Source: an optimization exercise on an open RTL-to-GDS flow (aim: small area). Production flows keep margins and buffers that such runs may drop. Function was checked by simulation only, so behaviour that the tests miss may differ from the original. No driver is modelled on the clock port, so clocking that relies on it looks cheaper here than on a real chip.

== the previous run ==
// top
module top(
    input  wire clk, reset, raw_up, raw_down, raw_left, raw_right, raw_attack,
    output wire Hsync, Vsync,
    output wire [3:0] vgaRed,
    output wire [3:0] vgaGreen,
    output wire [3:0] vgaBlue,
    output wire [14:0] lives,
    output wire [3:0] an,
    output wire [6:0] seg
);
    wire game_tick, refresh_tick, active, hs, vs;
    wire [3:0] hc;
    wire [2:0] vc;
    bs_timing t(.clk(clk), .reset(reset), .game_tick(game_tick),
                .refresh_tick(refresh_tick), .active(active), .hsync(hs),
                .hc(hc), .vc(vc), .vs(vs));
    wire up, down, left, right, attack;
    bs_debounce d1(.clk(clk), .reset(reset), .ce(refresh_tick), .raw(raw_up),     .btn(up));
    bs_debounce d2(.clk(clk), .reset(reset), .ce(refresh_tick), .raw(raw_down),   .btn(down));
    bs_debounce d3(.clk(clk), .reset(reset), .ce(refresh_tick), .raw(raw_left),   .btn(left));
    bs_debounce d4(.clk(clk), .reset(reset), .ce(refresh_tick), .raw(raw_right),  .btn(right));
    bs_debounce d5(.clk(clk), .reset(reset), .ce(refresh_tick), .raw(raw_attack), .btn(attack));
    wire [2:0] dx, dy;
    bs_pos px(.clk(clk), .reset(reset), .tick(game_tick), .inc(right), .dec(left), .dpos(dx));
    bs_pos py(.clk(clk), .reset(reset), .tick(game_tick), .inc(down),  .dec(up),   .dpos(dy));
    wire [35:0] att;
    wire [3:0] miss;
    bs_attack ga(.clk(clk), .reset(reset), .tick(game_tick), .attack(attack),
                 .dx(dx), .dy(dy), .att(att), .miss(miss));
    bs_lives lv(.miss(miss), .lives(lives));
    wire seg_blank, seg_nwin;
    bs_seg sg(.clk(clk), .reset(reset), .tick(refresh_tick), .att(att), .miss(miss),
              .seg_blank(seg_blank), .seg_nwin(seg_nwin));
    assign seg = {1'b1, {3{seg_blank}}, {3{seg_nwin}}};
    assign an  = 4'b1110;
    wire red, green;
    bs_pixel pp(.active(active), .hc(hc), .vc(vc), .dx(dx), .dy(dy), .att(att),
                .red(red), .green(green));
    assign vgaRed   = {4{red}};
    assign vgaGreen = {4{green}};
    assign vgaBlue  = 4'd0;
    assign Hsync = hs;
    assign Vsync = vs;
endmodule
Settings: LEC_CHECK=0, CAP_MARGIN=20, CORE_MARGIN=2, CORE_UTILIZATION=60, SLEW_MARGIN=20; clock period 10.0 ns.
standard.sh (not shown) runs the stock make flow with config.mk's settings and CLKGATE_MAP_FILE= SYNTH_SCRIPT=/design/flow/synth_recipe.tcl, a recipe that flattens the netlist after the stock synthesis.
==> flow/flow/run.sh <==
#!/bin/bash
# Own layout flow: the standard synthesis and ORFS flow, with
#  - the combinational logic of the synthesised netlist remapped for area by
#    yosys/abc (&deepsyn, 8 seeds, 4 at a time, the smallest kept); the
#    registers are untouched black boxes;
#  - synthesis buffers removed and every logic cell set to its smallest drive
#    strength (POST_SYNTH hook); timing is repaired by the standard steps;
#  - port buffers of the smallest buffer cell; tie cells shared, not one per pin;
#  - CTS without dummy loads, with small clock buffers, each then downsized
#    while the flip-flop clock-pin slews stay below 110 ps (POST_CTS hook).
set -euo pipefail
W=$(pwd)
R="$W/orfs/results/sky130hd/top/base"
# liberty without the platform's dont-use cells
python3 "$W/flow/striplib.py" "$FLOW_HOME/platforms/sky130hd/lib/sky130_fd_sc_hd__tt_025C_1v80.lib" "$W/rmp.lib" 'lpflow|probe' > "$W/log_striplib.txt" 2>&1
KNOBS=(
  "POST_SYNTH_TCL=$W/flow/post_synth.tcl"
  "POST_CTS_TCL=$W/flow/post_cts.tcl"
  "SKIP_REPAIR_TIE_FANOUT=1"
  "BUFFER_PORTS_ARGS=-buffer_cell sky130_fd_sc_hd__buf_1"
  "CTS_ARGS=-sink_clustering_enable -repair_clock_nets -dont_use_dummy_load -buf_list {sky130_fd_sc_hd__clkbuf_2 sky130_fd_sc_hd__clkbuf_4 sky130_fd_sc_hd__clkbuf_8}"
)
bash standard.sh "${KNOBS[@]}" "$R/1_2_yosys.v" > "$W/log_synth_yosys.txt" 2>&1
cp "$R/1_2_yosys.v" "$W/std_1_2_yosys.v"

mkdir -p "$W/remap"
best=""; best_area=""
for s in 1 2 3 4 5 6 7 8; do
  printf 'strash\n&get -n\n&deepsyn -T 40 -S %s\n&dch -f\n&nf -R 1000\n&put\ntopo\n' "$s" > "$W/remap/s$s.abc"
  sed -e "s|@LIB@|$W/rmp.lib|g" -e "s|@IN@|$W/std_1_2_yosys.v|" -e "s|@TOP@|$FLOW_TOP|" \
      -e "s|@SCRIPT@|$W/remap/s$s.abc|" -e "s|@STAT@|$W/remap/s$s.stat|" -e "s|@OUT@|$W/remap/s$s.v|" \
      "$W/flow/remap.ys.in" > "$W/remap/s$s.ys"
  yosys -s "$W/remap/s$s.ys" > "$W/log_remap_s$s.txt" 2>&1 &
  if [[ $s == 4 ]]; then wait; fi
done
wait
for s in 1 2 3 4 5 6 7 8; do
  a=$(grep -o "Chip area for module '\\\\$FLOW_TOP': [0-9.]*" "$W/remap/s$s.stat" | awk '{print $NF}' || true)
  echo "seed $s area $a" >> "$W/log_remap_pick.txt"
  if [[ -n "$a" && -s "$W/remap/s$s.v" ]]; then
    if [[ -z "$best" ]] || awk -v a="$a" -v b="$best_area" 'BEGIN{exit !(a<b)}'; then best=$s; best_area=$a; fi
  fi
done
echo "picked seed $best area $best_area" >> "$W/log_remap_pick.txt"
if [[ -n "$best" ]]; then cp "$W/remap/s$best.v" "$R/1_2_yosys.v"; fi

bash standard.sh "${KNOBS[@]}" synth > "$W/log_synth.txt" 2>&1
bash standard.sh "${KNOBS[@]}" finish > "$W/log_finish.txt" 2>&1
Other scripts of this flow, unchanged in this note and not shown: flow/flow/post_cts.tcl, flow/flow/post_synth.tcl, flow/flow/remap.ys.in, flow/flow/striplib.py
The flow did not stop early for the previous run: all stages ran, and the layout cleared the timing, design-rule and antenna checks.
For the current run, these inputs were changed with respect to the previous run:
diff --git a/flow/flow/run.sh b/flow/flow/run.sh
--- a/flow/flow/run.sh
+++ b/flow/flow/run.sh
@@ -3,3 +3,3 @@
 #  - the combinational logic of the synthesised netlist remapped for area by
-#    yosys/abc (&deepsyn, 8 seeds, 4 at a time, the smallest kept); the
+#    yosys/abc (&deepsyn, several seeds in parallel, the smallest kept); the
 #    registers are untouched black boxes;
@@ -27,4 +27,4 @@
 best=""; best_area=""
-for s in 1 2 3 4 5 6 7 8; do
-  printf 'strash\n&get -n\n&deepsyn -T 40 -S %s\n&dch -f\n&nf -R 1000\n&put\ntopo\n' "$s" > "$W/remap/s$s.abc"
+for s in 1 2 3 4; do
+  printf 'strash\n&get -n\n&deepsyn -T 20 -S %s\n&dch -f\n&nf -R 1000\n&put\ntopo\n' "$s" > "$W/remap/s$s.abc"
   sed -e "s|@LIB@|$W/rmp.lib|g" -e "s|@IN@|$W/std_1_2_yosys.v|" -e "s|@TOP@|$FLOW_TOP|" \
@@ -33,6 +33,5 @@
   yosys -s "$W/remap/s$s.ys" > "$W/log_remap_s$s.txt" 2>&1 &
-  if [[ $s == 4 ]]; then wait; fi
 done
 wait
-for s in 1 2 3 4 5 6 7 8; do
+for s in 1 2 3 4; do
   a=$(grep -o "Chip area for module '\\\\$FLOW_TOP': [0-9.]*" "$W/remap/s$s.stat" | awk '{print $NF}' || true)
### Flow results
The current run: flow completed, timing, DRC and antenna clean. The current run vs. the previous run: die area roughly the same; final critical-path required period has remained practically unchanged; maximum number of pins on one net before global-route repair barely changed. Diff the previous run..the current run | max-cap check violation count | unchanged. Final clock period utilization by the worst path came out exactly the same in the previous run and the current run. Mapped cell area delta (the previous run -> the current run): insignificant. Comparing the previous run against the current run, there is no change at all in global-route wire length before repair.

-- separate check: timing with driven ports --
No port has a modelled driver above. Below, the same layouts with a new extraction and two added sets of constraints. Step 1: set_driving_cell puts a clkbuf_16 on clk and a buf_2 on each other input, an assumption about the parent block. Step 2, shift: input delay + t, output delay - t, t = (earliest + latest rising clock arrival at the registers) / 2. This alone moves slack from input paths to output paths. Three values: ideal ports, drivers, drivers and shift; two values: the first two.
| run | t (ns) | setup slack, ns | worst hold slack (ns) | worst setup path at the end |
|---|---|---|---|---|
| the previous run | 0.778 | 5.046 / 5.017 / 5.794 | 0.422 / 0.422 / 0.422 | register to output |
| the current run | 0.778 | 5.046 / 5.017 / 5.794 | 0.422 / 0.422 / 0.422 | register to output |
After both steps every run listed still meets setup and hold.
